From an optimization exercise on the open Yosys and OpenROAD flow, aimed at small area and a short achievable clock period; shortcuts taken in it are not production practice.
Where RTL was checked, it was by simulation tests only, not by an equivalence proof against the original.
Power is estimated from default activity; no workload was simulated.

== run A ==
==> flow/design.v (excerpt) <==
module matriscarpici #(parameter M=8)(
    input clk,
    input rst,
    input [M-1:0] matris_veri,
    input matris_gecerli,
    output reg [2*M+1:0] carpim_veri,
    output reg carpim_gecerli
    );
    reg [4:0] n;           
    reg [1:0] k;           
    reg [M-1:0] d_r;       
    reg [M+1:0] t_r3;      
    reg t_r;               
    reg [M+3:0] p0l, p0h, p1l, p1h;  
    reg pv;                
    reg [M-1:0] s [0:7];   
    reg [2*M+1:0] f0, g0, f1, g1;  
    wire take = matris_gecerli && !n[4];
    wire a_r = t_r && (n[4:3] == 2'b00 || n == 5'd8);   
    wire b_r = t_r && !a_r;                              
    wire shift_a = a_r || (b_r && !n[0]);                
    wire clr = !n[4] && !n[3];
    wire [M+1:0] r0 [0:3];
    wire [M+1:0] r1 [0:3];
    genvar q;
    generate
        for (q = 0; q < 4; q = q + 1) begin : rows
            wire [1:0] a0 = s[0][2*q+1:2*q];
            wire [1:0] a1 = s[4][2*q+1:2*q];
            assign r0[q] = a0[1] ? (a0[0] ? t_r3 : {1'b0, d_r, 1'b0}) : (a0[0] ? {2'b00, d_r} : {(M+2){1'b0}});
            assign r1[q] = a1[1] ? (a1[0] ? t_r3 : {1'b0, d_r, 1'b0}) : (a1[0] ? {2'b00, d_r} : {(M+2){1'b0}});
        end
    endgenerate
    wire [2*M+1:0] sum0 = f0 + p0l + {p0h, 4'd0};
    wire [2*M+1:0] sum1 = f1 + p1l + {p1h, 4'd0};
    wire out_sum = !rst && n[4] && !k[1] && pv;
    wire [2*M+1:0] out_held = (rst || !n[4]) ? {(2*M+2){1'b0}} :
                              k[1] ? f1 : g0;
    integer j;
    always @(posedge clk) begin
        d_r <= matris_veri;
        t_r3 <= {2'b00, matris_veri} + {1'b0, matris_veri, 1'b0};
        t_r <= take && !rst;
        if (shift_a) begin
            for (j = 0; j < 7; j = j + 1)
                s[j] <= s[j+1];
            s[7] <= d_r;
        end
        p0l <= r0[0] + {r0[1], 2'b00};
        p0h <= r0[2] + {r0[3], 2'b00};
        p1l <= r1[0] + {r1[1], 2'b00};
        p1h <= r1[2] + {r1[3], 2'b00};
        pv <= b_r;
  ...
export LEC_CHECK = 0
export ABC_AREA = 1
export CAP_MARGIN = 20
export CORE_MARGIN = 2
export CORE_UTILIZATION = 65
export CTS_CLUSTER_DIAMETER = 150
export CTS_CLUSTER_SIZE = 30
export SETUP_SLACK_MARGIN = 5
export SLEW_MARGIN = 20
create_clock -name core_clock -period 9.5 [get_ports {clk}]
standard.sh (not shown) runs the stock make flow with config.mk's settings and CLKGATE_MAP_FILE= SYNTH_SCRIPT=/design/flow/synth_recipe.tcl, a recipe that flattens the netlist after the stock synthesis.
==> flow/flow/run.sh <==
#!/bin/bash
# Standard layout with extra ORFS make settings from flow/make_args.txt
# (repair-timing margin and similar); the full make output goes to standard.log.
args=$(cat flow/make_args.txt)
bash standard.sh $args finish > standard.log 2>&1
==> flow/flow/make_args.txt <==
SETUP_SLACK_MARGIN=7.1
No stage failed in run A, and the final checks on the layout all came back clean.
diff inputs: run A => run B
==> flow/flow/make_args.txt <==
SETUP_SLACK_MARGIN=6.7
Notes after the runs:
Run B completed every stage of the flow, and the final layout passed the timing, DRC and antenna checks.
Compared with run A, in run B placer congestion estimate went up 0.0081, shortest period the worst path allows went up 12 ps.
Net switching power in run B vs run A: down about 2.7%
Run B does better than run A on routed wire length.
Between run A and run B, final worst setup slack decreased.
Per the comparison of run B with run A, switching power share of the total -0.17 points; non-clock buffer count -about 40%; placed cell area -about 0.8%; detail-routed via count per cell -about 1.7%.
Inputs modified between run B and run C:
Settings: setting CTS_BUF_LIST to sky130_fd_sc_hd__clkbuf_8 for the first time; changing CTS_CLUSTER_SIZE from 30 to 16; changing CTS_CLUSTER_DIAMETER from 150 to 100.
==> flow/flow/make_args.txt <==
SETUP_SLACK_MARGIN=6.5
## What came out
Run C vs. run B: total detailed-routing wirelength fell 1.7%, total CTS buffers picked up an extra 7. Clock power of run C falls short of that of run B by a few percent. Combinational power, run C and run B: higher on run B. The final worst-path cycle share reported for run C is greater than that of run B by 1.2 points.
--- input diff run C..run D ---
Settings: removing CTS_BUF_LIST (formerly sky130_fd_sc_hd__clkbuf_8); changing CTS_CLUSTER_DIAMETER from 100 to 150; changing CTS_CLUSTER_SIZE from 16 to 30.
==> summary.txt <==
- Lower number of global-route vias before repair was reported by run D, not run C.
- Comparing run D with run C, the final instance area came out essentially unchanged.
- Summary: with run C as the reference, met1 wire length in run D moved down slightly.
- Total number of nets in the final design was higher in the run labelled run C.
- Measured against each other, run D and run C differ in portion of total power attributed to combinational logic, the lower figure coming from run D.

* * *

matriscarpici again, from the RTL that the note above started with.
export LEC_CHECK = 0
export ABC_AREA = 1
export CAP_MARGIN = 20
export CORE_MARGIN = 2
export CORE_UTILIZATION = 65
export CTS_CLUSTER_DIAMETER = 150
export CTS_CLUSTER_SIZE = 30
export SETUP_SLACK_MARGIN = 5
export SLEW_MARGIN = 20
create_clock -name core_clock -period 9.5 [get_ports {clk}]
==> flow/flow/make_args.txt <==
SETUP_SLACK_MARGIN=6.9
Scripts as last shown in full above: flow/flow/run.sh
Next try:
==> flow/flow/make_args.txt (replaced) <==
SETUP_SLACK_MARGIN=6.7
Settings changed: CORE_UTILIZATION 65 to 75.
What happened: Clock power is about the same; final area stays flat; total power went up by 0.95%; core utilization went up by 10 points; cell count went down by 0.78%; clock-buffer cell count is unchanged.
Next try:
==> flow/flow/make_args.txt (replaced) <==
SETUP_SLACK_MARGIN=6.8
Settings changed: CORE_UTILIZATION 75 to 65.
After rerunning: Die area went up by 15%. Non-clock buffer count fell by 4. Wire length decreases by 4.6%. Synthesized cell count does not change. Clock power hardly moves. Setup slack loses 0.0053 ns. Clock skew stays flat.

* * *

## main
The RTL this note starts from:
==> flow/design.v <==
`timescale 1ns / 1ps
module matriscarpici #(parameter M=8)(
    input clk,
    input rst,
    input [M-1:0] matris_veri,
    input matris_gecerli,
    output reg [2*M+1:0] carpim_veri,
    output reg carpim_gecerli
    );
    reg [4:0] n;           
    reg [1:0] k;           
    reg [M-1:0] d0_r, d1_r;  
    reg [3:0] i_r;         
    reg t_r;               
    reg [M+3:0] p0l, p0h, p1l, p1h;  
    reg pv;                
    reg [M-1:0] s [0:7];   
    reg [2*M+1:0] f0, g0, f1, g1;  
    wire take = matris_gecerli && !n[4];
    wire shift_a = t_r && (!i_r[3] || i_r[0]);
    wire clr = !n[4] && !n[3];
    wire [2*M+1:0] sum0 = f0 + p0l + {p0h, 4'd0};
    wire [2*M+1:0] sum1 = f1 + p1l + {p1h, 4'd0};
    wire out_sum = !rst && n[4] && !k[1] && pv;
    wire [2*M+1:0] out_held = (rst || !n[4]) ? {(2*M+2){1'b0}} :
                              k[1] ? (k[0] ? g1 : f1) : g0;
    integer j;
    always @(posedge clk) begin
        d0_r <= matris_veri;
        d1_r <= matris_veri;
        i_r <= n[3:0];
        t_r <= take && !rst;
        if (shift_a) begin
            for (j = 0; j < 7; j = j + 1)
                s[j] <= s[j+1];
            s[7] <= d0_r;
        end
        p0l <= s[0] * d0_r[3:0];
        p0h <= s[0] * d0_r[7:4];
        p1l <= s[4] * d1_r[3:0];
        p1h <= s[4] * d1_r[7:4];
        pv <= t_r && i_r[3];
        if (clr) begin
            f0 <= 0;
            g0 <= 0;
            f1 <= 0;
            g1 <= 0;
        end else if (pv) begin
            f0 <= g0;
            g0 <= sum0;
            f1 <= g1;
            g1 <= sum1;
        end
        carpim_veri <= out_sum ? sum0 : out_held;
        carpim_gecerli <= !rst && n[4];
        if (rst) begin
            n <= 0;
            k <= 0;
        end else if (n[4]) begin
            k <= k + 1;
            if (k == 2'd3)
                n <= 0;
        end else if (take) begin
            n <= n + 1;
        end
    end
endmodule
export LEC_CHECK = 0
export CAP_MARGIN = 20
export CORE_MARGIN = 2
export CORE_UTILIZATION = 40
export SETUP_SLACK_MARGIN = 5
export SLEW_MARGIN = 20
create_clock -name core_clock -period 9.5 [get_ports {clk}]
==> flow/flow/make_args.txt <==
SETUP_SLACK_MARGIN=6.8
Scripts as last shown in full above: flow/flow/run.sh
The final layout from main, which completed every stage, passed the timing, DRC and antenna checks at the end of the flow.
diff inputs: main => the feature branch
==> flow/flow/make_args.txt <==
SETUP_SLACK_MARGIN=6.5
==> comparison <==
Routed wire length for the feature branch: 1.7% down relative to main
Row total of clock buffers placed in the layout: the feature branch lower / main higher
According to the power report, total power for the feature branch is lower than for main.
Core utilization of the finished layout is lower on the feature branch
No run of this note included a check of the RTL's function; only the layout flow was run.

* * *

== the baseline ==
Another version of the RTL of matriscarpici (not shown whole).
Size in the first run: roughly 940 cells after synthesis, about 180 flip-flops.
clock: 9.5 ns
lec_check: 0
cap_margin: 20
core_margin: 2
core_utilization: 40
slew_margin: 20
run.sh (not shown) runs the stock make flow with config.mk's settings and CLKGATE_MAP_FILE= SYNTH_SCRIPT=/design/flow/synth_recipe.tcl, a recipe that flattens the netlist after the stock synthesis.
Stock flow here: none of the scripts above is used.
No stage failed in the baseline, and the final checks on the layout all came back clean.
#### Input delta (the candidate over the baseline)
Settings: an added SETUP_SLACK_MARGIN of 5.
[summary]
The candidate vs the baseline, master of the slowest instance on the critical path: sky130_fd_sc_hd__edfxtp_1 vs sky130_fd_sc_hd__or2_2
Changes observed in the candidate relative to the baseline: count of clock-net buffers in the final layout moved down; global-route wire length before repair now larger; sequential share of layout area decreased by 1.4 points relative to the old numbers; total chip power increased by 8.2% relative to the old numbers; portion of total power attributed to the clock network saw a decrease.
Going from the baseline to the candidate, post-route clock skew shrinks by 0.0047 ns.
The candidate finished every stage and its layout cleared the timing, DRC and antenna checks.
No run of this note included a check of the RTL's function; only the layout flow was run.

* * *

== v56 ==
matriscarpici, a different RTL version from the one above (not shown whole).
Size: roughly 230 flip-flops, ~12000 um2 of cells after synthesis.
clock: 9.5 ns
lec_check: 0
abc_area: 1
cap_margin: 20
core_margin: 2
core_utilization: 65
cts_cluster_diameter: 150
cts_cluster_size: 30
setup_slack_margin: 5
slew_margin: 20
standard.sh (not shown) runs the stock make flow with config.mk's settings and CLKGATE_MAP_FILE= SYNTH_SCRIPT=/design/flow/synth_recipe.tcl, a recipe that flattens the netlist after the stock synthesis.
==> flow/flow/make_args.txt <==
SETUP_SLACK_MARGIN=6.8
Scripts as last shown in full above: flow/flow/run.sh
Having completed the whole flow, v56 delivered a layout that passed the timing, DRC and antenna checks.
Inputs modified between v56 and v34:
==> flow/flow/make_args.txt <==
SETUP_SLACK_MARGIN=6.7
-- flow/config.mk --
<<< v56, line 10
export CORE_MARGIN = 2
export CORE_UTILIZATION = 65
export CTS_CLUSTER_DIAMETER = 150
export CTS_CLUSTER_SIZE = 30
export SETUP_SLACK_MARGIN = 5
>>> v34, line 10
export CORE_MARGIN = 2
export CORE_UTILIZATION = 75
export CTS_CLUSTER_DIAMETER = 150
export CTS_CLUSTER_SIZE = 30
export PLACE_DENSITY = 0.85
export SETUP_SLACK_MARGIN = 5
--- outcome ---
The detailed-routed wire length on met3 number comes out lower for v56 vs v34. v56 -> v34: via density per instance increased by a few percent. v56 -> v34: number of non-clock buffers increased by a few percent. Diff v56 -> v34: setup slack rose 0.012 ns, core utilization of the finished layout +10 points, power moved up. Measured against v56, the count of cells resized by post-cts repair of v34 comes out at 0.923 times the reference value. v56 went all the way through the flow, and no timing, DRC or antenna check failed. The flow did not stop early for v34: all stages ran, and the layout cleared the timing, DRC and antenna checks.
Modified inputs, v5 compared to v34
-- flow/config.mk --
<<< v34, line 10
export CORE_MARGIN = 2
export CORE_UTILIZATION = 75
export CTS_CLUSTER_DIAMETER = 150
>>> v5, line 10
export CORE_MARGIN = 2
export CORE_UTILIZATION = 65
export CTS_CLUSTER_DIAMETER = 150
==> comparison <==
Timing, DRC, antenna: 0 failures across v5 and v34
Comparing v34 with v5, the power came out essentially unchanged.
Sort v5 and v34 by overall die height desc -> top: v5
Re synthesized-area fraction occupied by adder cells: no difference whatsoever between v5 and v34.
Going from v34 to v5, total global routing track utilization dropped 5.4 points; post-route worst hold slack climbed 0.012 ns; share of power burned in combinational logic dropped 0.2 points.
v5 against v34: count of inverters other than clock inverters in the layout shows no meaningful change, total via count after detailed routing shows a reduction of about 1.6%, final non-filler cell area shows no meaningful change.
Setup changes, v5 to v37
-- flow/config.mk --
<<< v5, line 13
export CTS_CLUSTER_SIZE = 30
export PLACE_DENSITY = 0.85
export SETUP_SLACK_MARGIN = 5
>>> v37, line 13
export CTS_CLUSTER_SIZE = 30
export SETUP_SLACK_MARGIN = 5
Findings:
There was hardly any difference in global-route usage between v37 and v5. Diff v5..v37 | cell area | negligible. Sequential share of layout area of v37 is on par with v5. From v5 to v37 the numbers moved as follows: area added between synthesis and finish shows no meaningful change; max-slew headroom at the worst pin shows a reduction of 6.1 points; leakage power shows no meaningful change; wire length per cell after detailed routing shows a reduction of 0.22 um. Taking v5 as the reference, in v37 share of total power consumed by net switching flat, time the final worst path needs with I/O delays and setup up 0.022 ns. In summary, v37 completed successfully, with a layout that passed the timing, DRC and antenna checks.

-- separate check: timing with driven ports --
Ports are ideal in the flow. The routed layouts listed here were re-timed in OpenROAD.
Step 1 sets driving cells, clkbuf_16 on the clock port and buf_2 on the other inputs (assumed; they add their load-dependent delay and slew).
Step 2 also shifts input and output timing later by t, the mid clock arrival at the registers, as if the neighbouring blocks saw the same clock.
Slacks: ideal / step 1 / step 2; pairs: ideal / step 1.
run	t, ns	slack for setup (ns)	hold slack, ns	cell pins on the clock port's net
run A	0.517	6.646 / 6.599 / 6.343	0.430 / 0.430 / 0.430	1
run B	0.518	6.634 / 6.586 / 6.240	0.417 / 0.417 / 0.417	1
run C	0.561	6.520 / 6.478 / 6.039	0.397 / 0.397 / 0.397	1
run D	0.514	6.527 / 6.482 / 6.038	0.412 / 0.412 / 0.412	1
the first run of note 2	0.524	6.636 / 6.590 / 6.318	0.410 / 0.410 / 0.410	1
the second run of note 2	0.516	6.649 / 6.603 / 6.204	0.408 / 0.408 / 0.408	1
the third run of note 2	0.513	6.644 / 6.596 / 6.277	0.412 / 0.412 / 0.412	1
main	0.579	6.155 / 6.155 / 6.155	0.413 / 0.413 / 0.413	1
the feature branch	0.568	6.153 / 6.153 / 6.153	0.418 / 0.418 / 0.418	1
the baseline	0.484	4.407 / 4.407 / 4.407	0.409 / 0.409 / 0.409	1
the candidate	0.490	5.069 / 5.069 / 5.069	0.408 / 0.408 / 0.408	1
v56	0.516	6.651 / 6.605 / 6.373	0.427 / 0.427 / 0.427	1
v34	0.504	6.662 / 6.616 / 6.315	0.409 / 0.409 / 0.409	1
v5	0.506	6.669 / 6.625 / 6.323	0.421 / 0.421 / 0.421	1
v37	0.512	6.647 / 6.602 / 6.301	0.417 / 0.417 / 0.417	1
After both steps setup and hold are still met in every run listed. For run D, which loses most, drivers alone change the setup slack by -0.045 ns; drivers and shift together by -0.489 ns.
